From an optimization exercise on the open Yosys and OpenROAD flow, aimed at small area, a short achievable clock period and few clock cycles per item; shortcuts taken in it are not production practice.
At most, simulation tests tie the RTL to the original design; equivalence was not proved.
Function not checked in runs 1 to 3 and 5: the RTL went through the layout flow alone.

===== config.mk =====
export PLATFORM = sky130hd
export DESIGN_NAME = prince_top
export DESIGN_NICKNAME = prince_top
export VERILOG_FILES = /design/flow/design.v
export SDC_FILE = /design/flow/constraint.sdc
export NUM_CORES = 4
export LEC_CHECK = 0
export CAP_MARGIN = 20
export CORE_MARGIN = 2
export CORE_UTILIZATION = 40
export SETUP_SLACK_MARGIN = 2.6
export SLEW_MARGIN = 20

===== design.v =====
module Sbox(
  input [3:0] in,
  output [3:0] out
);
  assign out[0] = (in == 4'h0) | (in == 4'h1) | (in == 4'h2) | (in == 4'h6) | (in == 4'h7) | (in == 4'h9) | (in == 4'hD) | (in == 4'hE);
  assign out[1] = (in == 4'h0) | (in == 4'h1) | (in == 4'h2) | (in == 4'h3) | (in == 4'h4) | (in == 4'h8) | (in == 4'h9) | (in == 4'hC);
  assign out[2] = (in == 4'h1) | (in == 4'h5) | (in == 4'h8) | (in == 4'h9) | (in == 4'hC) | (in == 4'hD) | (in == 4'hE) | (in == 4'hF);
  assign out[3] = (in == 4'h0) | (in == 4'h1) | (in == 4'h4) | (in == 4'h5) | (in == 4'h6) | (in == 4'hA) | (in == 4'hC) | (in == 4'hE);
endmodule
module InvSbox(
  input [3:0] in,
  output [3:0] out
);
  assign out[0] = (in == 4'h0) | (in == 4'h1) | (in == 4'h2) | (in == 4'h4) | (in == 4'h5) | (in == 4'h7) | (in == 4'hC) | (in == 4'hF);
  assign out[1] = (in == 4'h0) | (in == 4'h1) | (in == 4'h2) | (in == 4'h3) | (in == 4'h4) | (in == 4'h8) | (in == 4'h9) | (in == 4'hD);
  assign out[2] = (in == 4'h1) | (in == 4'h4) | (in == 4'h5) | (in == 4'h9) | (in == 4'hA) | (in == 4'hC) | (in == 4'hD) | (in == 4'hE);
  assign out[3] = (in == 4'h0) | (in == 4'h4) | (in == 4'h5) | (in == 4'h6) | (in == 4'h7) | (in == 4'h8) | (in == 4'hD) | (in == 4'hE);
endmodule
module MPrime(
  input [63:0] in,
  output [63:0] out
);
  assign out[63] = in[59] ^ in[55] ^ in[51];
  assign out[62] = in[62] ^ in[54] ^ in[50];
  assign out[61] = in[61] ^ in[57] ^ in[49];
  assign out[60] = in[60] ^ in[56] ^ in[52];
  assign out[59] = in[63] ^ in[59] ^ in[55];
  assign out[58] = in[58] ^ in[54] ^ in[50];
  assign out[57] = in[61] ^ in[53] ^ in[49];
  assign out[56] = in[60] ^ in[56] ^ in[48];
  assign out[55] = in[63] ^ in[59] ^ in[51];
  assign out[54] = in[62] ^ in[58] ^ in[54];
  assign out[53] = in[57] ^ in[53] ^ in[49];
  assign out[52] = in[60] ^ in[52] ^ in[48];
  assign out[51] = in[63] ^ in[55] ^ in[51];
  assign out[50] = in[62] ^ in[58] ^ in[50];
  assign out[49] = in[61] ^ in[57] ^ in[53];
  assign out[48] = in[56] ^ in[52] ^ in[48];
  assign out[47] = in[47] ^ in[43] ^ in[39];
  assign out[46] = in[42] ^ in[38] ^ in[34];
  assign out[45] = in[45] ^ in[37] ^ in[33];
  assign out[44] = in[44] ^ in[40] ^ in[32];
  assign out[43] = in[47] ^ in[43] ^ in[35];
  assign out[42] = in[46] ^ in[42] ^ in[38];
  assign out[41] = in[41] ^ in[37] ^ in[33];
  assign out[40] = in[44] ^ in[36] ^ in[32];
  assign out[39] = in[47] ^ in[39] ^ in[35];
  assign out[38] = in[46] ^ in[42] ^ in[34];
  assign out[37] = in[45] ^ in[41] ^ in[37];
  assign out[36] = in[40] ^ in[36] ^ in[32];
  assign out[35] = in[43] ^ in[39] ^ in[35];
  assign out[34] = in[46] ^ in[38] ^ in[34];
  assign out[33] = in[45] ^ in[41] ^ in[33];
  assign out[32] = in[44] ^ in[40] ^ in[36];
  assign out[31] = in[31] ^ in[27] ^ in[23];
  assign out[30] = in[26] ^ in[22] ^ in[18];
  assign out[29] = in[29] ^ in[21] ^ in[17];
  assign out[28] = in[28] ^ in[24] ^ in[16];
  assign out[27] = in[31] ^ in[27] ^ in[19];
  assign out[26] = in[30] ^ in[26] ^ in[22];
  assign out[25] = in[25] ^ in[21] ^ in[17];
  assign out[24] = in[28] ^ in[20] ^ in[16];
  assign out[23] = in[31] ^ in[23] ^ in[19];
  assign out[22] = in[30] ^ in[26] ^ in[18];
  assign out[21] = in[29] ^ in[25] ^ in[21];
  assign out[20] = in[24] ^ in[20] ^ in[16];
  assign out[19] = in[27] ^ in[23] ^ in[19];
  assign out[18] = in[30] ^ in[22] ^ in[18];
  assign out[17] = in[29] ^ in[25] ^ in[17];
  assign out[16] = in[28] ^ in[24] ^ in[20];
  assign out[15] = in[11] ^ in[7] ^ in[3];
  assign out[14] = in[14] ^ in[6] ^ in[2];
  assign out[13] = in[13] ^ in[9] ^ in[1];
  assign out[12] = in[12] ^ in[8] ^ in[4];
  assign out[11] = in[15] ^ in[11] ^ in[7];
  assign out[10] = in[10] ^ in[6] ^ in[2];
  assign out[9] = in[13] ^ in[5] ^ in[1];
  assign out[8] = in[12] ^ in[8] ^ in[0];
  assign out[7] = in[15] ^ in[11] ^ in[3];
  assign out[6] = in[14] ^ in[10] ^ in[6];
  assign out[5] = in[9] ^ in[5] ^ in[1];
  assign out[4] = in[12] ^ in[4] ^ in[0];
  assign out[3] = in[15] ^ in[7] ^ in[3];
  assign out[2] = in[14] ^ in[10] ^ in[2];
  assign out[1] = in[13] ^ in[9] ^ in[5];
  assign out[0] = in[8] ^ in[4] ^ in[0];
endmodule
module PrinceCore(
  input clk,
  input rst,
  input start,
  input en_de,
  input [63:0] data,
  input [127:0] key,
  output [63:0] out,
  output reg done
);
  reg [3:0] rnd;
  reg [63:0] st;
  reg idle, fwd, inv, last;    
  wire [3:0] rnd_n = rst ? 4'd0 : last ? 4'd0 : (!idle || start) ? rnd + 4'd1 : rnd;
  wire [63:0] k0 = key[127:64];
  wire [63:0] k1 = key[63:0];
  wire [63:0] k0p = {k0[0], k0[63:2], k0[1] ^ k0[63]};
  wire use_k0 = (idle & en_de) | (last & ~en_de);
  wire use_k0p = (idle & ~en_de) | (last & en_de);
  wire [63:0] wk = ({64{use_k0}} & k0) | ({64{use_k0p}} & k0p);
  wire [63:0] alpha = 64'hc0ac29b7c97c50dd;
  reg [63:0] rc;
  always @(*) begin
    rc = 64'h0;
    if (rnd == 4'd1) rc = 64'h13198a2e03707344;
    if (rnd == 4'd2) rc = 64'ha4093822299f31d0;
    if (rnd == 4'd3) rc = 64'h082efa98ec4e6c89;
    if (rnd == 4'd4) rc = 64'h452821e638d01377;
    if (rnd == 4'd5) rc = 64'hbe5466cf34e90c6c;
    if (rnd == 4'd6) rc = 64'h7ef84f78fd955cb1;
    if (rnd == 4'd7) rc = 64'h85840851f1ac43aa;
    if (rnd == 4'd8) rc = 64'hc882d32f25323c54;
    if (rnd == 4'd9) rc = 64'h64a51195e0e3610d;
    if (rnd == 4'd10) rc = 64'hd3b5a399ca0c2399;
    if (rnd == 4'd11) rc = 64'hc0ac29b7c97c50dd;
  end
  wire [63:0] kk = k1 ^ rc ^ ({64{~en_de}} & alpha) ^ wk;
  wire [63:0] s1, a, m, s2, b, x;
  genvar i;
  generate for (i = 0; i < 16; i = i + 1) begin : g
    Sbox s(.in(st[4*i+3:4*i]), .out(s1[4*i+3:4*i]));
    InvSbox si(.in(m[4*i+3:4*i]), .out(s2[4*i+3:4*i]));
  end endgenerate
  wire [63:0] st_sri = {st[63:60], st[11:8], st[23:20], st[35:32], st[47:44], st[59:56], st[7:4], st[19:16], st[31:28], st[43:40], st[55:52], st[3:0], st[15:12], st[27:24], st[39:36], st[51:48]};
  assign a = fwd ? s1 : st_sri;
  MPrime mp(.in(a), .out(m));
  wire [63:0] m_sr = {m[63:60], m[43:40], m[23:20], m[3:0], m[47:44], m[27:24], m[7:4], m[51:48], m[31:28], m[11:8], m[55:52], m[35:32], m[15:12], m[59:56], m[39:36], m[19:16]};
  assign b = inv ? s2 : m_sr;
  assign x = idle ? data : b;
  always @(posedge clk) begin
    rnd <= rnd_n;
    idle <= (rnd_n == 4'd0);
    fwd <= (rnd_n >= 4'd1) && (rnd_n <= 4'd6);
    inv <= (rnd_n >= 4'd6);
    last <= (rnd_n == 4'd11);
    if (rst) done <= 1'b0;
    else done <= last;
    st <= x ^ kk;
  end
  assign out = st;
endmodule
module prince_top(
  input [63:0] data,
  input [127:0] key,
  input en_de,
  input clk,
  input rst,
  input start,
  output [63:0] out,
  output done);
  PrinceCore core(.clk(clk), .rst(rst), .start(start), .en_de(en_de), .data(data), .key(key),
                  .out(out), .done(done));
endmodule

===== constraint.sdc =====
create_clock -name core_clock -period 5.5 [get_ports {clk}]
set_input_delay 1.1000 -clock core_clock [delete_from_list [all_inputs] [get_ports {clk}]]
set_output_delay 1.1000 -clock core_clock [all_outputs]
set_load 0.01 [all_outputs]

===== run.sh =====
#!/bin/bash
# synth_recipe.tcl (not shown) runs the flow's synth.tcl, then flattens the netlist and writes it again
# the make line also repeats each setting of config.mk as NAME=value (left out here)
make -C /OpenROAD-flow-scripts/flow DESIGN_CONFIG=/design/flow/config.mk WORK_HOME=/design/flow/orfs CLKGATE_MAP_FILE= SYNTH_SCRIPT=/design/flow/synth_recipe.tcl finish

==> summary.md, run 1 <==
| Metric | Value |
|---|---|
| Run status | complete, no violations |
| Avg Cell Area, Syn | 8.07 um^2 |
| Longest Clk Path Bufs | 2 |
| WP buf/inv | 0 |
| Post-synth top flop | dfxtp_1 |
| RR Startpoint | core.st[37] |
| Final-report max-slew violation count | 0 |
| Die width | 170 um |
| Drt drc | 0 |
| Layout Nets | 1774 |
| Area of the core | 0.0270 mm^2 |
| Post-route clock skew | 0.00824 ns |
| Hold Crit Depth | 2 |
| Starting DRT DRC Count | 1358 |
| Port Buffer Count | 260 |
| Seq/Total Area, Yosys | 13.3% |
| Syn nets | 1565 |
| ANT cells | 0 |
| FF-to-FF End | core.st[41] |
| Synth area leaders | xnor2_1 (16%), dfxtp_1 (13%), xor2_1 (5.0%), a21oi_1 (5.0%), a22oi_1 (4.4%) |
| RD Place Congestion | 0.970 |
| CP max FO | 10 |
| Hold_sp | core.rnd[1] |
| Most frequent CP cell | o21ai_1 |
| FF+latch count, synth | 73 |
| Post-route minimum period | 2.85 ns |
| Root Driver | clkbuf_16 |
| Initial Util | 40.8% |
| Fraction of layout cells with a size suffix above 1 | 13.0% |
| Fmax | 351 MHz |
| Synth cell types | 103 |
| EDFF count, synth | 0 |
| TritonRoute pass-1 iters | 6 |
| Total I/O pin count | 261 |
| Crit path max-delay family | compound AO/OA/AOI/OAI gates |
| Syn-to-layout area delta | 32.9% |
| Final Util | 54.2% |
| Max Cap Viol | 0 |
| Vias per Instance | 6.07 |
| Share of the synthesized area in the top cell type | 16.1% |
| Syn. warnings | 1 |
| Die area | 0.0289 mm^2 |
| CTS tree | done |
| Die Height | 170 um |
| Register clock-pin slew on the reported worst setup and hold paths | 0.07 ns |
| Gr ovfl total | 0 |
| R2r worst-path depth | 9 |
| HP Class | reg2reg |
| Largest net degree at the start of global routing | 69 |
| Worst Path Arrival | 3.12 ns |
| Crit-path cells | mux2i_1 -> or2_1 -> a41oi_2 -> xnor3_2 -> or3_1 -> o2111ai_1 -> o21ai_1 -> o21ai_1 -> xnor2_1 |
| Endpoints failing setup | 0 |
| Inserted Clock Buffers | 9 |
| R2r setup slk | 2.65 ns |
| Vias in the first global route | 10514 |
| WHS Endpoint | core.rnd[1] |
| CTS sink count | 73 |
| Final wirelength | 45300 um |
| Mapped Cells | 1365 |
| Worst slew pin tran | 0.987 ns |
| RSZ-0062 raised after global routing | true |
| Final antenna-violating net count | 0 |
| Finished Cell Area | 0.0146 mm^2 |
| CP Launch Type | flip-flop |
| Hpwl dp | 35300 um |
| Crit path kind | reg2reg |
| Endpoints failing hold | 0 |
| CP max-delay cell | xnor3_2 |
| H-tree Lvls | 3 |
| Wire length per cell | 23.6 um |
| Worst skew pair latency | 0.36 ns |
| Final setup TNS | 0 ns |
| Slew headroom | 34.1% |
| Area after DPL | 0.0137 mm^2 |
| Largest stage delay, worst path | 0.58 ns |
| Post-synth top area cell | xnor2_1 |
| WP data required | 5.78 ns |
| Num rows | 60 |
| Element type at the critical path end | flip-flop |
| GRT Overall Usage | 30.4% |
| Crit share post-route | 51.8% |
| Antenna violations before repair | 0 |
| Routed via count | 11656 |
| Netlist Area Pre-Place | 0.0110 mm^2 |
| Synth async-reset ratio | 0% |
| First-pass GRT wire length | 65900 um |
## worst max-delay path by stage
stage	start	endpoint	slack, ns	cells past startpoint
after floorplan	en_de	core.st[53]	2.84	6
after global placement	en_de	core.st[0]	1.88	7
after CTS	core.st[20]	core.st[20]	2.61	9
after detailed placement	en_de	core.st[0]	1.84	7
after global routing	core.st[35]	core.st[32]	2.52	9
final	core.st[37]	core.st[41]	2.65	9
## placed cells by master (no fill, tap or decap), types with 7 or more instances in the layout
master / count
a21boi_0: 15
a21oi_1: 106
a221oi_1: 26
a22o_1: 16
a22oi_1: 63
a22oi_2: 15
a2bb2oi_1: 9
a31oi_1: 7
buf_4: 26
clkbuf_16: 9
clkdlybuf4s50_1: 259
dfxtp_1: 55
dfxtp_2: 16
inv_1: 34
mux2i_1: 17
nand2_1: 77
nand2b_1: 23
nand3_1: 18
nand3b_1: 7
nor2_1: 83
nor2b_1: 23
nor3_1: 19
o211ai_1: 11
o21a_1: 9
o21ai_0: 86
o21ai_1: 20
o221ai_1: 21
o22ai_1: 27
xnor2_1: 191
xnor2_2: 27
xnor2_4: 13
xnor3_1: 9
xor2_1: 57
xor2_2: 9
xor3_1: 8
## state kept, by name (all words and copies together) (netlist names)
register   count
core.last      1
core.st       64
core.inv       1
core.fwd       1
core.idle      1
core.done      1
core.rnd       4
## synth_stat cells (all sizes together) (29+ instances only)
library cell  count
nand2            78
a21oi           110
clkbuf           68
nor2             84
a22oi            80
xor2             70
o21ai           110
inv              36
dfxtp            73
o22ai            29
xnor2           231
a221oi           30
## stage by stage
step / hold slack (ns) / worst slack [ns] / std cells
final: 0.669 / 2.65 / 1920
after global routing: 0.726 / 2.52 / 1920
after global placement: 0.649 / 1.88 / 1888
after detailed placement: 0.650 / 1.84 / 1888
after floorplan: 0.602 / 2.84 / 1365
after CTS: 0.661 / 2.61 / 1907
## tightest hold or removal path: cells and delay by family (launching register included)
kind,cells,cell delay [ns]
flip-flops,1,0.35
multiplexers,1,0.13
AND/OR/NAND/NOR,1,0.11
## kinds of logic after synthesis
| logic type | Yosys count | share of synthesized area, % |
|---|---|---|
| simple gates | 280 | 12.0 |
| compound gates | 530 | 34.8 |
| xor+xnor | 326 | 32.2 |
| fa+ha+maj | 6 | 0.647 |
| mux | 20 | 1.85 |
| flops | 73 | 13.3 |
| buf+inv | 130 | 5.20 |
## repair_timing
item | in CTS | in global routing
pin swaps | 5 | 13
resized for setup | 29 | 69
gates cloned | 0 | 1
setup buffers | 3 | 12
hold buffers | 0 | 0
setup endpoints to repair | 63 | 54
## routing by layer
metal  up-vias  global-route usage (%)  part of all wire (%)
li1       5427                       -                     -
met1      5543                    43.9                    44
met2       639                    46.9                    44
met3        47                    4.53                   9.1
met4         0                    8.32                   2.2
met5         -                       0                     0
## area by class of cell
class	instances	area (um^2)
clock inverters	6	50.0
well taps	341	427
flip-flops and latches	73	1490
clock buffers	10	239
fillers	2571	12400
multi-input cells	1163	9430
inverters	37	139
repair buffers	290	2870
==> run 2: changes to the inputs <==
--- a/config.mk
+++ b/config.mk
@@ -8,5 +8,5 @@
 export CAP_MARGIN = 20
 export CORE_MARGIN = 2
 export CORE_UTILIZATION = 40
-export SETUP_SLACK_MARGIN = 2.6
+export SETUP_SLACK_MARGIN = 3.4
 export SLEW_MARGIN = 20
==> run 2 against run 1 <==
Net effect: non-clock buffer count is 271 higher; die area unchanged; synthesized area unchanged; final area is 34% higher; routed wire length up 31%; first-iteration DRC count is 56% higher; register-to-register slack about the same; still clean; global-route usage up 6.8 points.
==> summary.md, run 2 <==
| Metric | Value |
|---|---|
| Multi-input gate area | 0.0115 mm^2 (+22%) |
| Top-count cell post-synth | xnor2_1 |
| Synth async-reset ratio | 0% (unchanged) |
| Endpoints failing setup | 0 (unchanged) |
| CTS sink count | 73 (unchanged) |
| Routed via count | 13951 (+20%) |
| CP max FO | 6 (-4) |
| Register area | 0.00171 mm^2 (+15%) |
| Initial Util | 40.8% (unchanged) |
| Largest net degree at the start of global routing | 62 (-10%) |
| Avg Cell Area, Syn | 8.07 um^2 (unchanged) |
| Synth cell types | 103 (unchanged) |
| HP Class | reg2reg |
| Root Driver | clkbuf_16 |
| Top flop regs | core.st: 64 flops, core.rnd: 4 flops |
| EDFF count, synth | 0 (unchanged) |
| RSZ-0062 raised after global routing | true |
| Post-synth top flop | dfxtp_1 |
| Worst slew pin tran | 1.11 ns (+0.122 ns) |
| Hold buffers post-CTS | 0 (unchanged) |
| Most common cell after layout, fill and taps aside | buf_4 |
| Crit share post-route | 51.9% (+0.15 points) |
| Max reg flops | 64 (unchanged) |
| Gr ovfl total | 0 (unchanged) |
| Fraction of layout cells with a size suffix above 1 | 46.5% (+34 points) |
| Area after DPL | 0.0144 mm^2 (+5.0%) |
| Largest stage delay, worst path | 0.39 ns (-0.19 ns) |
| Area of the core | 0.0270 mm^2 (unchanged) |
| Inserted Clock Buffers | 9 (unchanged) |
| Port Buffer Count | 260 (unchanged) |
| Max Cap Viol | 0 (unchanged) |
| Fill cells | 1916 (-25%) |
| Final antenna-violating net count | 0 (unchanged) |
| Wire length per cell | 27.1 um (+15%) |
| Crit-path cells | buf_12 -> buf_16 -> nor2b_1 -> a32o_2 -> a31oi_4 -> xnor2_4 -> buf_6 -> xnor2_4 -> a31oi_2 -> o22ai_4 -> a21oi_4 -> xnor2_1 |
| Mapped Cells | 1365 (unchanged) |
| WP buf/inv | 3 (+3) |
| Vias per Instance | 6.35 (+4.6%) |
| Die Height | 170 um (unchanged) |
| Crit path kind | reg2reg |
| H-tree Lvls | 3 (unchanged) |
| Final-report max-slew violation count | 0 (unchanged) |
| Worst Path Arrival | 3.14 ns (+0.02 ns) |
| Vias in the first global route | 12665 (+20%) |
| Post-route minimum period | 2.86 ns (+0.00824 ns) |
| Syn nets | 1565 (unchanged) |
| Top reg by flops | core.st |
| CTS tree | done |
| Endpoints failing hold | 0 (unchanged) |
| Die width | 170 um (unchanged) |
| Final setup TNS | 0 ns (unchanged) |
| Final wirelength | 59500 um (+31%) |
| Antenna violations before repair | 1 (+1) |
| Longest Clk Path Bufs | 2 (unchanged) |
| Most frequent cells after synthesis | xnor2_1 (203), a21oi_1 (109), o21ai_0 (91), nor2_1 (84), nand2_1 (78) |
| Element type at the critical path end | flip-flop |
| Total I/O pin count | 261 (unchanged) |
| GRT Overall Usage | 37.1% (+6.8 points) |
| Post-synth top area cell | xnor2_1 |
| Synth area leaders | xnor2_1 (16%), dfxtp_1 (13%), xor2_1 (5.0%), a21oi_1 (5.0%), a22oi_1 (4.4%) |
| Die area | 0.0289 mm^2 (unchanged) |
| Post-route clock skew | 0.0161 ns (+0.00791 ns) |
| Slew headroom | 25.9% (-8.2 points) |
| CP max-delay cell | a31oi_2 |
| Most frequent cells in the layout | buf_4 (196), clkdlybuf4s50_1 (192), xnor2_1 (162) |
| Num rows | 60 (unchanged) |
| TritonRoute pass-1 iters | 8 (+2) |
| FF+latch count, synth | 73 (unchanged) |
| Starting DRT DRC Count | 2124 (+56%) |
| Seq/Total Area, Yosys | 13.3% (unchanged) |
| Worst skew pair latency | 0.37 ns (about the same) |
| Syn. warnings | 1 (unchanged) |
| WP data required | 5.78 ns (about the same) |
| Netlist Area Pre-Place | 0.0110 mm^2 (unchanged) |
| Drt drc | 0 (unchanged) |
| Hpwl dp | 36700 um (+4.1%) |
| CP Launch Type | flip-flop |
| Syn-to-layout area delta | 77.9% |
| Layout Nets | 2049 (+16%) |
| Finished Cell Area | 0.0196 mm^2 (+34%) |
| Crit path max-delay family | compound AO/OA/AOI/OAI gates |
| Run status | complete, no violations |
| First-pass GRT wire length | 79700 um (+21%) |
| Register clock-pin slew on the reported worst setup and hold paths | 0.07 ns (about the same) |
| Most frequent CP cell | xnor2_4 |
| RD Place Congestion | 0.950 (-2.0%) |
| Share of the synthesized area in the top cell type | 16.1% (unchanged) |
| Fmax | 350 MHz (-0.29%) |
-- run 2: area by class of cell --
class | count | area share [%]
multi-input cells | 1166 | 58.5
well taps | 341 | 2.18
clock inverters | 6 | 0.370
flip-flops and latches | 73 | 8.72
inverters | 37 | 0.792
clock buffers | 10 | 1.22
diodes | 1 | 0.0128
repair inverters | 1 | 0.0575
repair buffers | 561 | 28.1
-- run 2: metal layers --
metal	vias to the layer above	wire [um]	GRT usage (%)
met3	263	7040	10.1
met2	1034	25900	56.9
li1	5997	-	-
met1	6657	23000	49.1
met5	-	0	0
met4	0	3620	15.6
-- run 2: cells by family (layout without fill, tap and decap cells) --
| logic type | Yosys count | in the layout | synth area share, % |
|---|---|---|---|
| flops | 73 | 73 | 13.3 |
| mux | 20 | 22 | 1.85 |
| compound gates | 530 | 530 | 34.8 |
| simple gates | 280 | 280 | 12.0 |
| xor+xnor | 326 | 328 | 32.2 |
| buf+inv | 130 | 615 | 5.20 |
| fa+ha+maj | 6 | 6 | 0.647 |
| other cells | 0 | 1 | 0 |
-- run 2: path summary, 6_finish.rpt --
kind	startpoint	end	slack (ns)	cells after the start
max	core.fwd	core.st[59]	2.64	12
min	core.rnd[1]	core.rnd[1]	0.77	2
max reg2reg	core.fwd	core.st[59]	2.64	12
min reg2reg	core.rnd[1]	core.rnd[1]	0.77	2
-- run 2: worst reg2reg max path, cell delays in order, from the launching register on --
cell     delay, ns
dfxtp_4       0.37
buf_12        0.15
buf_16        0.15
nor2b_1       0.13
a32o_2        0.27
a31oi_4       0.33
xnor2_4       0.20
buf_6         0.18
xnor2_4       0.11
a31oi_2       0.39
o22ai_4       0.15
a21oi_4       0.22
xnor2_1       0.13
-- run 2: timing repair --
action	CTS	global route
pin swaps	165	114
setup buffers	194	83
gates resized for setup	614	181
endpoints found under the setup margin	135	114
cloned	12	1
-- run 2: metrics by stage --
stage | util, % | hold slack, ns | worst slack [ns] | cells
after CTS | 67.5 | 0.718 | 2.88 | 2111
after floorplan | - | 0.609 | 3.13 | 1365
final | 72.5 | 0.770 | 2.64 | 2196
after detailed placement | 53.4 | 0.656 | 1.71 | 1889
after global placement | 53.3 | 0.649 | 1.72 | 1888
after global routing | 72.5 | 0.823 | 2.59 | 2196
==> run 3: changes to the inputs <==
--- a/config.mk
+++ b/config.mk
@@ -8,5 +8,5 @@
 export CAP_MARGIN = 20
 export CORE_MARGIN = 2
 export CORE_UTILIZATION = 40
-export SETUP_SLACK_MARGIN = 3.4
+export SETUP_SLACK_MARGIN = 3.0
 export SLEW_MARGIN = 20
==> run 3 against run 2 <==
Net effect: still clean on timing, DRC and antenna; clock-buffer cell count is 1 lower; sequential share of layout area is 0.45 points higher; utilization is 7.5 points lower; routed wire length is 11% lower; clock skew is 0.0046 ns lower; via count is 5.6% lower; critical path type unchanged; sequential cell count stayed put.
==> summary.md, run 3 <==
| Metric | Value |
|---|---|
| R2r worst-path depth | 13 (+1) |
| Final wirelength | 53100 um (-11%) |
| Run status | complete, no violations |
| RR Startpoint | core.fwd |
| Num rows | 60 (unchanged) |
| Gr ovfl total | 0 (unchanged) |
| Drt drc | 0 (unchanged) |
| Post-synth top area cell | xnor2_1 |
| Top flop regs | core.st: 64 flops, core.rnd: 4 flops |
| Routed via count | 13163 (-5.6%) |
| R2r setup slk | 2.70 ns (+0.05 ns) |
| Share of the synthesized area in the top cell type | 16.1% (unchanged) |
| FF-to-FF End | core.st[59] |
| Element type at the critical path end | flip-flop |
| Final setup TNS | 0 ns (unchanged) |
| Starting DRT DRC Count | 1777 (-16%) |
| ANT cells | 0 (-1) |
| HP Class | reg2reg |
| Port Buffer Count | 260 (unchanged) |
| CP max FO | 7 (+1) |
| Syn. warnings | 1 (unchanged) |
| Final-report max-slew violation count | 0 (unchanged) |
| TritonRoute pass-1 iters | 6 (-2) |
| Hold WS | 0.676 ns (-0.0938 ns) |
| Register clock-pin slew on the reported worst setup and hold paths | 0.07 ns (about the same) |
| Syn-to-layout area delta | 59.5% |
| Hold buffers post-CTS | 0 (unchanged) |
| Synth cell types | 103 (unchanged) |
| Max reg flops | 64 (unchanged) |
| Post-route minimum period | 2.80 ns (-0.0548 ns) |
| Crit share post-route | 50.9% (-1.0 points) |
| Met3 usage | 5.19% (-4.9 points) |
| Fraction of layout cells with a size suffix above 1 | 32.1% (-14 points) |
| WP data required | 5.77 ns (about the same) |
| Root Driver | clkbuf_16 |
| Avg Cell Area, Syn | 8.07 um^2 (unchanged) |
| Setup crit start | core.fwd |
| Final antenna-violating net count | 0 (unchanged) |
| Met2 global-route usage | 52.5% (-4.5 points) |
| Mapped Cells | 1365 (unchanged) |
| Hpwl dp | 35700 um (-2.7%) |
| Wire length per cell | 25.5 um (-5.7%) |
| Inserted Clock Buffers | 9 (unchanged) |
| Fill cells | 2144 (+12%) |
| Die Height | 170 um (unchanged) |
| Syn nets | 1565 (unchanged) |
| Worst skew pair latency | 0.36 ns (about the same) |
| Vias per Instance | 6.33 (-0.29%) |
| Worst Path Arrival | 3.07 ns (-0.07 ns) |
| Die area | 0.0289 mm^2 (unchanged) |
| Top-count cell post-synth | xnor2_1 |
| Worst slew pin tran | 0.759 ns (-0.350 ns) |
| Endpoints failing setup | 0 (unchanged) |
| CP Launch Type | flip-flop |
| Endpoints failing hold | 0 (unchanged) |
| Largest net degree at the start of global routing | 54 (-13%) |
| GRT Max-Usage Layer | met2 |
| First-pass GRT wire length | 73400 um (-7.9%) |
| H-tree Lvls | 3 (unchanged) |
| EDFF count, synth | 0 (unchanged) |
| Final Util | 65.0% (-7.5 points) |
| Antenna violations before repair | 0 (-1) |
| Crit path kind | reg2reg |
| RSZ-0062 raised after global routing | true |
| Slew headroom | 49.4% (+23 points) |
| Seq/Total Area, Yosys | 13.3% (unchanged) |
| Synth async-reset ratio | 0% (unchanged) |
| FF+latch count, synth | 73 (unchanged) |
| CTS sink count | 73 (unchanged) |
| Worst Setup EP | core.st[59] |
| Initial Util | 40.8% (unchanged) |
| Vias in the first global route | 11703 (-7.6%) |
| Area of the core | 0.0270 mm^2 (unchanged) |
| Most frequent cells in the layout | clkdlybuf4s50_1 (258), xnor2_1 (175), buf_4 (131) |
| CTS tree | done |
| GRT Overall Usage | 34.1% (-3.0 points) |
| Fmax | 357 MHz (+2.0%) |
| Layout Nets | 1932 (-5.7%) |
| Post-synth top flop | dfxtp_1 |
| Netlist Area Pre-Place | 0.0110 mm^2 (unchanged) |
| RD Place Congestion | 0.978 (+2.9%) |
| GR Layer Usage met1 | 47.5% (-1.7 points) |
| Max Cap Viol | 0 (unchanged) |
| Top reg by flops | core.st |
| Most frequent cells after synthesis | xnor2_1 (203), a21oi_1 (109), o21ai_0 (91), nor2_1 (84), nand2_1 (78) |
| Synth area leaders | xnor2_1 (16%), dfxtp_1 (13%), xor2_1 (5.0%), a21oi_1 (5.0%), a22oi_1 (4.4%) |
| Longest Clk Path Bufs | 2 (unchanged) |
| Die width | 170 um (unchanged) |
| Total I/O pin count | 261 (unchanged) |
| Post-route clock skew | 0.0116 ns (-0.00455 ns) |
| Most common cell after layout, fill and taps aside | clkdlybuf4s50_1 |
-- run 3: final cells by class --
class	instances	area (um^2)	share of cell area, %
tap	341	427	2.43
timing repair buffer	445	4420	25.2
sequential	73	1610	9.17
inverter	37	143	0.812
clock buffer	9	225	1.28
multi-input combinational	1166	10600	60.4
clock inverter	7	125	0.712
-- run 3: how the worst min path moves through the flow --
| stage | from | end | slack [ns] | cells after the start |
|---|---|---|---|---|
| floorplan | core.rnd[1] | core.rnd[1] | 0.60 | 2 |
| detailed placement | core.rnd[0] | core.rnd[0] | 0.65 | 2 |
| CTS | core.rnd[0] | core.rnd[0] | 0.67 | 2 |
| global route | core.rnd[1] | core.rnd[1] | 0.69 | 2 |
| global placement | core.rnd[0] | core.rnd[0] | 0.66 | 2 |
| finish | core.rnd[1] | core.rnd[1] | 0.68 | 2 |
-- run 3: per-stage QoR --
stage               instance area, um^2  setup slack, ns  std cells
global placement                  13800             1.93       1892
CTS                               16400             2.79       2021
finish                            17600             2.70       2078
floorplan                         11000             3.01       1365
global route                      17600             2.64       2078
detailed placement                13800             1.88       1892
-- run 3: logic make-up after synthesis --
group                    share of synthesized area (%)
buffers and inverters                             5.20
AO/OA/AOI/OAI                                     34.8
XOR/XNOR                                          32.2
adder cells (fa/ha/maj)                          0.647
flip-flops                                        13.3
AND/OR/NAND/NOR                                   12.0
multiplexers                                      1.85
-- run 3: metal layers --
layer / vias to the layer above / part of all wire, %
met5: - / 0
met4: 0 / 5.4
met3: 178 / 11
met2: 994 / 43
met1: 6240 / 40
li1: 5751 / -
-- run 3: critical path, stage by stage (launching register included) --
cell	delay (ns)
dfxtp_4	0.42
clkinvlp_4	0.12
buf_12	0.16
buf_8	0.13
a32o_2	0.24
a31oi_4	0.27
xnor2_4	0.15
buf_12	0.16
xnor2_4	0.24
buf_6	0.15
and3_4	0.19
o22ai_4	0.07
a21oi_4	0.23
xnor2_1	0.17
-- run 3: what timing repair did --
item                                    in CTS  in global routing
buffers inserted                           103                 57
gates resized for setup                    288                154
pin swaps                                  116                120
endpoints found under the setup margin     121                 85
cloned                                      10                  0
==> run 4: changes to the inputs <==
--- a/design.v
+++ b/design.v
@@ -98,12 +98,13 @@
   reg [3:0] rnd;
   reg [63:0] st;
   reg idle, fwd, inv, last;    
+  wire load = start & idle;
   wire [3:0] rnd_n = rst ? 4'd0 : last ? 4'd0 : (!idle || start) ? rnd + 4'd1 : rnd;
   wire [63:0] k0 = key[127:64];
   wire [63:0] k1 = key[63:0];
   wire [63:0] k0p = {k0[0], k0[63:2], k0[1] ^ k0[63]};
-  wire use_k0 = (idle & en_de) | (last & ~en_de);
-  wire use_k0p = (idle & ~en_de) | (last & en_de);
+  wire use_k0 = (load & en_de) | (last & ~en_de);
+  wire use_k0p = (load & ~en_de) | (last & en_de);
   wire [63:0] wk = ({64{use_k0}} & k0) | ({64{use_k0p}} & k0p);
   wire [63:0] alpha = 64'hc0ac29b7c97c50dd;
   reg [63:0] rc;
@@ -133,7 +134,7 @@
   MPrime mp(.in(a), .out(m));
   wire [63:0] m_sr = {m[63:60], m[43:40], m[23:20], m[3:0], m[47:44], m[27:24], m[7:4], m[51:48], m[31:28], m[11:8], m[55:52], m[35:32], m[15:12], m[59:56], m[39:36], m[19:16]};
   assign b = inv ? s2 : m_sr;
-  assign x = idle ? data : b;
+  assign x = load ? data : b;
   always @(posedge clk) begin
     rnd <= rnd_n;
     idle <= (rnd_n == 4'd0);
--- a/config.mk
+++ b/config.mk
@@ -8,5 +8,5 @@
 export CAP_MARGIN = 20
 export CORE_MARGIN = 2
 export CORE_UTILIZATION = 40
-export SETUP_SLACK_MARGIN = 3.0
+export SETUP_SLACK_MARGIN = 0.3
 export SLEW_MARGIN = 20
==> run 4 against run 3 <==
Net effect: clock skew increased by 0.0028 ns; sequential cell count unchanged; still clean on timing, DRC and antenna; critical path type unchanged; fmax decreased by 27%.
==> summary.md, run 4 <==
| Metric | Value |
|---|---|
| Drt drc | 0 (unchanged) |
| Endpoints failing hold | 0 (unchanged) |
| Hpwl dp | 35300 um (-1.2%) |
| Vias in the first global route | 10438 (-11%) |
| Fmax | 260 MHz (-27%) |
| Syn nets | 1572 (+0.45%) |
| Port Buffer Count | 260 (unchanged) |
| Top flop regs | core.st: 64 flops, core.rnd: 4 flops |
| Longest Clk Path Bufs | 2 (unchanged) |
| Top reg by flops | core.st |
| Antenna violations before repair | 0 (unchanged) |
| First-pass GRT wire length | 65400 um (-11%) |
| HP Class | reg2reg |
| Root Driver | clkbuf_16 |
| Initial Util | 40.9% (+0.15 points) |
| Total I/O pin count | 261 (unchanged) |
| Synth async-reset ratio | 0% (unchanged) |
| Slew headroom | 30.2% (-19 points) |
| RR Startpoint | core.fwd |
| Hold_sp | core.last |
| Final-report max-slew violation count | 0 (unchanged) |
| Synth area leaders | xnor2_1 (16%), dfxtp_1 (13%), a21oi_1 (5.7%), xor2_1 (5.4%), a22oi_1 (4.5%) |
| EDFF count, synth | 0 (unchanged) |
| CP max-delay cell | buf_4 |
| GRT Max-Usage Layer | met2 |
| Largest stage delay, worst path | 0.70 ns (+0.28 ns) |
| Mapped Cells | 1372 (+0.51%) |
| CP Launch Type | flip-flop |
| Inserted Clock Buffers | 9 (unchanged) |
| GRT Overall Usage | 30.2% (-3.9 points) |
| Max Cap Viol | 0 (unchanged) |
| Avg Cell Area, Syn | 8.06 um^2 (-0.14%) |
| Die Height | 170 um (+0.19%) |
| Post-route clock skew | 0.0144 ns (+0.00279 ns) |
| Hold Crit Depth | 1 (-1) |
| RSZ-0062 raised after global routing | false |
| FF-to-FF End | core.st[62] |
| Final wirelength | 44400 um (-16%) |
| WP data required | 5.72 ns (-0.05 ns) |
| Most frequent cells in the layout | clkdlybuf4s50_1 (259), xnor2_1 (207), a21oi_1 (126) |
| Most frequent CP cell | xnor2_1 |
| Register clock-pin slew on the reported worst setup and hold paths | 0.07 ns (about the same) |
| Most common cell after layout, fill and taps aside | clkdlybuf4s50_1 |
| Final worst slack | 1.65 ns (-1.05 ns) |
| Hold buffers post-CTS | 0 (unchanged) |
| Vias per Instance | 6.07 (-4.2%) |
| Post-synth top flop | dfxtp_1 |
| Routed via count | 11595 (-12%) |
| Max reg flops | 64 (unchanged) |
| Seq/Total Area, Yosys | 13.2% (-0.050 points) |
| R2r setup slk | 1.65 ns (-1.05 ns) |
| Syn. warnings | 1 (unchanged) |
| Post-CTS sizing | 0 (-100%) |
| Fraction of layout cells with a size suffix above 1 | 9.04% (-23 points) |
| Syn-to-layout area delta | 27.1% |
| Top-count cell post-synth | xnor2_1 |
| H-tree Lvls | 3 (unchanged) |
| Netlist Area Pre-Place | 0.0111 mm^2 (+0.37%) |
| Post-synth top area cell | xnor2_1 |
| CTS sink count | 73 (unchanged) |
| Num rows | 60 (unchanged) |
| Die width | 170 um (+0.19%) |
| Crit share post-route | 69.9% (+19 points) |
| Synth cell types | 102 (-0.97%) |
| Post-route minimum period | 3.85 ns (+1.05 ns) |
| Layout Nets | 1765 (-8.6%) |
| FF+latch count, synth | 73 (unchanged) |
| Run status | complete, no violations |
| Crit-path cells | buf_4 -> a21boi_1 -> a22oi_1 -> xnor2_1 -> xor2_1 -> nand2b_1 -> mux2i_1 -> a21oi_1 -> o21ai_1 -> xnor2_1 |
| RD Place Congestion | 0.986 (+0.84%) |
| CP max FO | 61 (+54) |
| Die area | 0.0290 mm^2 (+0.37%) |
| WP buf/inv | 1 (-4) |
| Met2 global-route usage | 44.7% (-7.7 points) |
| Final antenna-violating net count | 0 (unchanged) |
| TritonRoute pass-1 iters | 7 (+1) |
| Area of the core | 0.0270 mm^2 (unchanged) |
| CTS tree | done |
| Crit path max-delay family | XOR/XNOR gates |
| GR Layer Usage met1 | 42.9% (-4.6 points) |
| WHS Endpoint | core.done |
| Crit path kind | reg2reg |
| Element type at the critical path end | flip-flop |
| Endpoints failing setup | 0 (unchanged) |
| Post-CTS setup buffers | 0 (-100%) |
| Wire length per cell | 23.3 um (-9.0%) |
| Worst slew pin tran | 1.04 ns (+0.284 ns) |
| ANT cells | 0 (unchanged) |
| Most frequent cells after synthesis | xnor2_1 (207), a21oi_1 (126), nor2_1 (96), o21ai_0 (76), dfxtp_1 (73) |
| R2r worst-path depth | 10 (-3) |
| Share of the synthesized area in the top cell type | 16.4% (+0.26 points) |
| Largest net degree at the start of global routing | 62 (+15%) |
| Gr ovfl total | 0 (unchanged) |
| Worst Path Arrival | 4.07 ns (+1.00 ns) |
| Worst slack, placed | 1.63 ns (-0.253 ns) |
| Met3 usage | 6.98% (+1.8 points) |
| Starting DRT DRC Count | 1256 (-29%) |
| Final setup TNS | 0 ns (unchanged) |
| Worst skew pair latency | 0.35 ns (about the same) |
==> run 4: cell count changes after synthesis, sizes merged, moves of 10 or more <==
cell | before | now
xor2 | 70 | 84
o21ai | 110 | 97
nor2 | 84 | 96
a21oi | 110 | 130
nand2 | 78 | 63
a2bb2oi | 14 | 4
==> run 4: worst max-delay path by stage <==
stage / startpoint / endpoint / slack (ns) / depth (start not counted)
floorplan: en_de / core.st[15] / 2.82 / 8
global placement: start / core.st[13] / 1.66 / 8
detailed placement: start / core.st[13] / 1.63 / 8
CTS: core.fwd / core.st[62] / 1.73 / 10
global route: core.fwd / core.st[8] / 1.44 / 9
finish: core.fwd / core.st[62] / 1.65 / 10
==> run 4: cell type report <==
| class | count | area, um^2 |
|---|---|---|
| inverter | 33 | 124 |
| clock buffer | 10 | 239 |
| multi-input combinational | 1174 | 9020 |
| sequential | 73 | 1470 |
| clock inverter | 6 | 72.6 |
| fill | 2634 | 13000 |
| timing repair buffer | 274 | 2700 |
| tap | 341 | 427 |
==> run 4: cell families (layout without fill, tap and decap cells) <==
family,count (synthesis),after routing,share of synthesized area [%]
XOR/XNOR,328,328,31.3
flip-flops,73,73,13.2
adder cells (fa/ha/maj),8,8,0.837
buffers and inverters,125,323,5.34
AND/OR/NAND/NOR,286,286,12.5
AO/OA/AOI/OAI,535,535,35.2
multiplexers,17,17,1.67
==> run 4: routing by layer <==
metal | share of wire [%] | vias up
met4 | 3.3 | 0
met1 | 43 | 5461
met3 | 11 | 77
met5 | 0 | -
li1 | - | 5390
met2 | 43 | 667
==> run 4: worst reg2reg max path: cells and delay by family, from the launching register on <==
kind / cells / cell delay, ns
AND/OR/NAND/NOR: 1 / 0.14
buffers and inverters: 1 / 0.71
XOR/XNOR: 3 / 1.10
multiplexers: 1 / 0.17
AO/OA/AOI/OAI: 4 / 0.92
flip-flops: 1 / 0.69
==> run 4: metrics by stage <==
stage               util (%)  instances  instance area, um^2  hold slack [ns]
floorplan                  -       1372                11100            0.602
global placement        50.8       1895                13700            0.508
detailed placement      50.8       1895                13700            0.508
CTS                     52.0       1911                14100            0.525
global route            52.0       1911                14100            0.538
finish                  52.0       1911                14100            0.519
Testbench counts of run 4, summed over its fixed seeds: cycles 28,808, items 2,400.
==> run 5: changes to the inputs <==
--- a/design.v
+++ b/design.v
@@ -95,52 +95,61 @@
   output [63:0] out,
   output reg done
 );
-  reg [3:0] rnd;
+  reg idle, h, fwd, last;
+  reg [2:0] m;
   reg [63:0] st;
-  reg idle, fwd, inv, last;    
-  wire load = start & idle;
-  wire [3:0] rnd_n = rst ? 4'd0 : last ? 4'd0 : (!idle || start) ? rnd + 4'd1 : rnd;
+  reg idle_n, h_n;
+  reg [2:0] m_n;
+  always @(*) begin
+    idle_n = idle; h_n = h; m_n = m;
+    if (rst) begin
+      idle_n = 1'b1; h_n = 1'b0; m_n = 3'd0;
+    end else if (idle) begin
+      if (start) begin idle_n = 1'b0; m_n = 3'd1; end
+    end else if (!h) begin
+      if (m == 3'd5) h_n = 1'b1;
+      else m_n = m + 3'd1;
+    end else begin
+      if (m == 3'd0) begin idle_n = 1'b1; h_n = 1'b0; end
+      else m_n = m - 3'd1;
+    end
+  end
   wire [63:0] k0 = key[127:64];
   wire [63:0] k1 = key[63:0];
   wire [63:0] k0p = {k0[0], k0[63:2], k0[1] ^ k0[63]};
-  wire use_k0 = (load & en_de) | (last & ~en_de);
-  wire use_k0p = (load & ~en_de) | (last & en_de);
+  wire use_k0 = (idle & en_de) | (last & ~en_de);
+  wire use_k0p = (idle & ~en_de) | (last & en_de);
   wire [63:0] wk = ({64{use_k0}} & k0) | ({64{use_k0p}} & k0p);
   wire [63:0] alpha = 64'hc0ac29b7c97c50dd;
-  reg [63:0] rc;
+  reg [63:0] rct;
   always @(*) begin
-    rc = 64'h0;
-    if (rnd == 4'd1) rc = 64'h13198a2e03707344;
-    if (rnd == 4'd2) rc = 64'ha4093822299f31d0;
-    if (rnd == 4'd3) rc = 64'h082efa98ec4e6c89;
-    if (rnd == 4'd4) rc = 64'h452821e638d01377;
-    if (rnd == 4'd5) rc = 64'hbe5466cf34e90c6c;
-    if (rnd == 4'd6) rc = 64'h7ef84f78fd955cb1;
-    if (rnd == 4'd7) rc = 64'h85840851f1ac43aa;
-    if (rnd == 4'd8) rc = 64'hc882d32f25323c54;
-    if (rnd == 4'd9) rc = 64'h64a51195e0e3610d;
-    if (rnd == 4'd10) rc = 64'hd3b5a399ca0c2399;
-    if (rnd == 4'd11) rc = 64'hc0ac29b7c97c50dd;
+    rct = 64'h0;
+    if (m == 3'd1) rct = 64'h13198a2e03707344;
+    if (m == 3'd2) rct = 64'ha4093822299f31d0;
+    if (m == 3'd3) rct = 64'h082efa98ec4e6c89;
+    if (m == 3'd4) rct = 64'h452821e638d01377;
+    if (m == 3'd5) rct = 64'hbe5466cf34e90c6c;
   end
-  wire [63:0] kk = k1 ^ rc ^ ({64{~en_de}} & alpha) ^ wk;
-  wire [63:0] s1, a, m, s2, b, x;
+  wire ax = ~(h ^ en_de);
+  wire [63:0] kk = k1 ^ rct ^ ({64{ax}} & alpha) ^ wk;
+  wire [63:0] s1, a, mo, s2, b, x;
   genvar i;
   generate for (i = 0; i < 16; i = i + 1) begin : g
     Sbox s(.in(st[4*i+3:4*i]), .out(s1[4*i+3:4*i]));
-    InvSbox si(.in(m[4*i+3:4*i]), .out(s2[4*i+3:4*i]));
+    InvSbox si(.in(mo[4*i+3:4*i]), .out(s2[4*i+3:4*i]));
   end endgenerate
   wire [63:0] st_sri = {st[63:60], st[11:8], st[23:20], st[35:32], st[47:44], st[59:56], st[7:4], st[19:16], st[31:28], st[43:40], st[55:52], st[3:0], st[15:12], st[27:24], st[39:36], st[51:48]};
   assign a = fwd ? s1 : st_sri;
-  MPrime mp(.in(a), .out(m));
-  wire [63:0] m_sr = {m[63:60], m[43:40], m[23:20], m[3:0], m[47:44], m[27:24], m[7:4], m[51:48], m[31:28], m[11:8], m[55:52], m[35:32], m[15:12], m[59:56], m[39:36], m[19:16]};
-  assign b = inv ? s2 : m_sr;
-  assign x = load ? data : b;
+  MPrime mp(.in(a), .out(mo));
+  wire [63:0] m_sr = {mo[63:60], mo[43:40], mo[23:20], mo[3:0], mo[47:44], mo[27:24], mo[7:4], mo[51:48], mo[31:28], mo[11:8], mo[55:52], mo[35:32], mo[15:12], mo[59:56], mo[39:36], mo[19:16]};
+  assign b = h ? s2 : m_sr;
+  assign x = idle ? data : b;
   always @(posedge clk) begin
-    rnd <= rnd_n;
-    idle <= (rnd_n == 4'd0);
-    fwd <= (rnd_n >= 4'd1) && (rnd_n <= 4'd6);
-    inv <= (rnd_n >= 4'd6);
-    last <= (rnd_n == 4'd11);
+    idle <= idle_n;
+    h <= h_n;
+    m <= m_n;
+    fwd <= !idle_n && (!h_n || m_n == 3'd5);
+    last <= !idle_n && h_n && m_n == 3'd0;
     if (rst) done <= 1'b0;
     else done <= last;
     st <= x ^ kk;
==> flow/run.sh (new file) <==
#!/bin/bash
# The standard layout, with the smallest plain buffer (buf_1) as the port buffer instead of
# the delay buffer that buffer_ports picks on its own. Every port still gets its buffer.
export BUFFER_PORTS_ARGS="-buffer_cell sky130_fd_sc_hd__buf_1"
bash standard.sh > standard.log 2>&1
==> standard.sh (new file) <==
#!/bin/bash
# synth_recipe.tcl (not shown) runs the flow's synth.tcl, then flattens the netlist and writes it again
# the make line also repeats each setting of config.mk as NAME=value (left out here)
make -C /OpenROAD-flow-scripts/flow DESIGN_CONFIG=/design/flow/config.mk WORK_HOME=/design/flow/orfs CLKGATE_MAP_FILE= SYNTH_SCRIPT=/design/flow/synth_recipe.tcl "${@:-finish}"
--- a/config.mk
+++ b/config.mk
@@ -8,5 +8,5 @@
 export CAP_MARGIN = 20
 export CORE_MARGIN = 2
 export CORE_UTILIZATION = 40
-export SETUP_SLACK_MARGIN = 0.3
+export SETUP_SLACK_MARGIN = 2.6
 export SLEW_MARGIN = 20
removed: run.sh
==> run 5 against run 4 <==
Net effect: still clean; sequential cell count fell by 1; register-to-register slack improved by 0.94 ns; worst setup slack improved by 0.94 ns; critical path type unchanged; highest routed layer unchanged.
==> summary.md, run 5 <==
| Metric | Value |
|---|---|
| DP Cell Count | 1788 (-5.6%) |
| CP Launch Type | flip-flop |
| Final setup TNS | 0 ns (unchanged) |
| Final worst slack | 2.59 ns (+0.936 ns) |
| Cell Count, Final, Fillers Out | 1827 (-4.4%) |
| Top flop regs | core.st: 64 flops, core.m: 3 flops |
| FF+latch count, synth | 72 (-1.4%) |
| CP max-delay cell | o21ai_1 |
| H-tree Lvls | 3 (unchanged) |
| Mapped Cells | 1256 (-8.5%) |
| Port Buffer Count | 260 (unchanged) |
| Hpwl dp | 33800 um (-4.3%) |
| ANT cells | 0 (unchanged) |
| RD Place Congestion | 0.964 (-2.2%) |
| Post-route clock skew | 0.0144 ns (+0.00000790 ns) |
| WP buf/inv | 1 (unchanged) |
| Die Height | 164 um (-3.7%) |
| Final Util | 49.8% (-2.2 points) |
| GRT Overall Usage | 30.9% (+0.75 points) |
| Avg Cell Area, Syn | 8.15 um^2 (+1.1%) |
| Area of the core | 0.0252 mm^2 (-6.8%) |
| Fmax | 343 MHz (+32%) |
| Register clock-pin slew on the reported worst setup and hold paths | 0.07 ns (about the same) |
| Longest Clk Path Bufs | 2 (unchanged) |
| Drt drc | 0 (unchanged) |
| Final-report max-slew violation count | 0 (unchanged) |
| Crit-path cells | bufbuf_16 -> o21ai_1 -> xor2_2 -> xor2_2 -> a21oi_1 -> a21o_1 -> a222oi_1 -> xnor2_1 |
| Post-route minimum period | 2.91 ns (-0.936 ns) |
| Worst skew pair latency | 0.36 ns (about the same) |
| Top-count cell post-synth | xnor2_1 |
| CP max FO | 44 (-28%) |
| Final wirelength | 43000 um (-3.3%) |
| Initial Util | 40.6% (-0.29 points) |
| TritonRoute pass-1 iters | 5 (-2) |
| First-pass GRT wire length | 61600 um (-5.8%) |
| Syn-to-layout area delta | 22.6% |
| Routed via count | 10946 (-5.6%) |
| FF-to-FF End | core.st[50] |
| Syn. warnings | 1 (unchanged) |
| Max reg flops | 64 (unchanged) |
| Starting DRT DRC Count | 1013 (-19%) |
| Run status | complete, no violations |
| Synth async-reset ratio | 0% (unchanged) |
| R2r worst-path depth | 8 (-2) |
| Worst Setup EP | core.st[50] |
| Netlist Area Pre-Place | 0.0102 mm^2 (-7.5%) |
| Syn nets | 1458 (-7.3%) |
| Final antenna-violating net count | 0 (unchanged) |
| HP Class | reg2reg |
| Top reg by flops | core.st |
| Max Cap Viol | 0 (unchanged) |
| Layout Nets | 1694 (-4.0%) |
| Crit path kind | reg2reg |
| CTS sink count | 72 (-1.4%) |
| Element type at the critical path end | flip-flop |
| Synth area leaders | xnor2_1 (20%), dfxtp_1 (14%), a22oi_1 (6.3%), xor2_1 (6.2%), o21ai_0 (4.5%) |
| Setup crit start | core.fwd |
| Post-synth top flop | dfxtp_1 |
| Vias per Instance | 5.99 (-1.3%) |
| Largest net degree at the start of global routing | 60 (-3.2%) |
| Crit share post-route | 52.9% (-17 points) |
| Root Driver | clkbuf_16 |
| RR Startpoint | core.fwd |
| Seq/Total Area, Yosys | 14.1% (+0.87 points) |
| Most frequent cells after synthesis | xnor2_1 (229), o21ai_0 (92), a21oi_1 (88), a22oi_1 (86) |
| EDFF count, synth | 0 (unchanged) |
| Fraction of layout cells with a size suffix above 1 | 14.2% (+5.2 points) |
| Worst slew pin tran | 0.786 ns (-0.258 ns) |
| Levels on crit path | 8 (-2) |
| Endpoints failing hold | 0 (unchanged) |
| Synth cell types | 101 (-0.98%) |
| Hold buffers post-CTS | 0 (unchanged) |
| Most frequent cells in the layout | buf_1 (260), xnor2_1 (204), o21ai_0 (91) |
| Post-synth top area cell | xnor2_1 |
| Largest stage delay, worst path | 0.57 ns (-0.13 ns) |
| Inserted Clock Buffers | 9 (unchanged) |
| Vias in the first global route | 9953 (-4.6%) |
| Total I/O pin count | 261 (unchanged) |
| Num rows | 58 (-3.3%) |
| Crit path max-delay family | compound AO/OA/AOI/OAI gates |
| Die width | 164 um (-3.7%) |
| WP data required | 5.77 ns (+0.05 ns) |
| Share of the synthesized area in the top cell type | 19.6% (+3.2 points) |
| RSZ-0062 raised after global routing | true |
| Slew headroom | 47.1% (+17 points) |
| Wire length per cell | 23.5 um (+1.1%) |
| CTS tree | done |
| Most common cell after layout, fill and taps aside | buf_1 |
| Antenna violations before repair | 0 (unchanged) |
| R2r setup slk | 2.59 ns (+0.94 ns) |
| Endpoints failing setup | 0 (unchanged) |
| Die area | 0.0269 mm^2 (-7.3%) |
| Worst slack, placed | 2.10 ns (+0.474 ns) |
| Worst Path Arrival | 3.18 ns (-0.89 ns) |
| Gr ovfl total | 0 (unchanged) |
| Most frequent CP cell | xor2_2 |
==> run 5: worst register-to-register path, delay by kind of cell, from the launching register on <==
kind                      cells  cell delay [ns]
AOI/OAI and AO/OA             4             1.36
xor gates and xnor gates      3             0.75
buffers and inverters         1             0.36
DFF                           1             0.37
==> run 5: worst min path at each step <==
| stage | start | to | slack, ns | cells after the start |
|---|---|---|---|---|
| 2_1_floorplan | core.last | core.done | 0.45 | 1 |
| 3_3_place_gp | core.last | core.done | 0.49 | 1 |
| 3_5_place_dp | core.last | core.done | 0.48 | 1 |
| 4_1_cts | core.last | core.done | 0.50 | 1 |
| 5_1_grt | core.last | core.done | 0.53 | 1 |
| 6_report | core.last | core.done | 0.52 | 1 |
==> run 5: area by class of cell <==
type                            count  area (um^2)
Sequential cell                    72         1470
Multi-Input combinational cell   1078         8900
Inverter                           36          135
Clock buffer                        9          225
Fill cell                        2496        12600
Tap cell                          330          413
Clock inverter                      7         72.6
Timing Repair Buffer              295         1320
==> run 5: cell families (layout without fill, tap and decap cells) <==
family                   count (synthesis)  after routing  share of synthesized area, %
AO/OA/AOI/OAI                          483            483                          33.5
XOR/XNOR                               344            344                          34.1
adder cells (fa/ha/maj)                 11             11                          1.24
buffers and inverters                  106            347                          4.62
flip-flops                              72             72                          14.1
multiplexers                            18             18                          1.79
AND/OR/NAND/NOR                        222            222                          10.6
==> run 5: timing repair <==
action,CTS,global route
setup endpoints to repair,64,56
buffers inserted,0,22
cloned,1,0
resized for setup,26,82
pin swaps,0,9
==> run 5: stage by stage <==
stage	instance area [um^2]	hold slack [ns]
2_1_floorplan	10200	0.454
3_3_place_gp	11400	0.494
3_5_place_dp	11400	0.478
4_1_cts	11900	0.505
5_1_grt	12500	0.531
6_report	12500	0.521
==> run 5: routing by layer <==
| metal | GRT usage, % | part of all wire (%) | up-vias |
|---|---|---|---|
| met4 | 9.61 | 2.7 | 0 |
| met1 | 42.2 | 41 | 5251 |
| li1 | - | - | 5051 |
| met3 | 6.72 | 11 | 55 |
| met2 | 48.7 | 45 | 589 |
| met5 | 0 | 0 | - |

separate check: timing with driven ports:
No port has a modelled driver above. Below, the same layouts with a new extraction and two added sets of constraints. Step 1 (the two cells are an assumption about what drives the block):
set clk [get_ports {clk}]
set_driving_cell -lib_cell sky130_fd_sc_hd__clkbuf_16 $clk
set_driving_cell -lib_cell sky130_fd_sc_hd__buf_2 [delete_from_list [all_inputs] $clk]
Step 2, shift: input delay + t, output delay - t, t = (earliest + latest rising clock arrival at the registers) / 2. This alone moves slack from input paths to output paths. a / b / c = ideal ports / drivers / drivers and shift; a / b = the first two.
run	t, ns	setup slack, ns	worst setup path at the end
run 1	0.399	2.652 / 2.652 / 2.332	input to register
run 2	0.413	2.644 / 2.644 / 2.469	input to register
run 3	0.403	2.699 / 2.699 / 2.503	input to register
run 4	0.396	1.653 / 1.653 / 1.590	input to register
run 5	0.398	2.589 / 2.589 / 2.329	input to register
After both steps setup and hold are still met in every run listed. For run 1, which loses most, drivers alone change the setup slack by 0.000 ns; drivers and shift together by -0.320 ns.
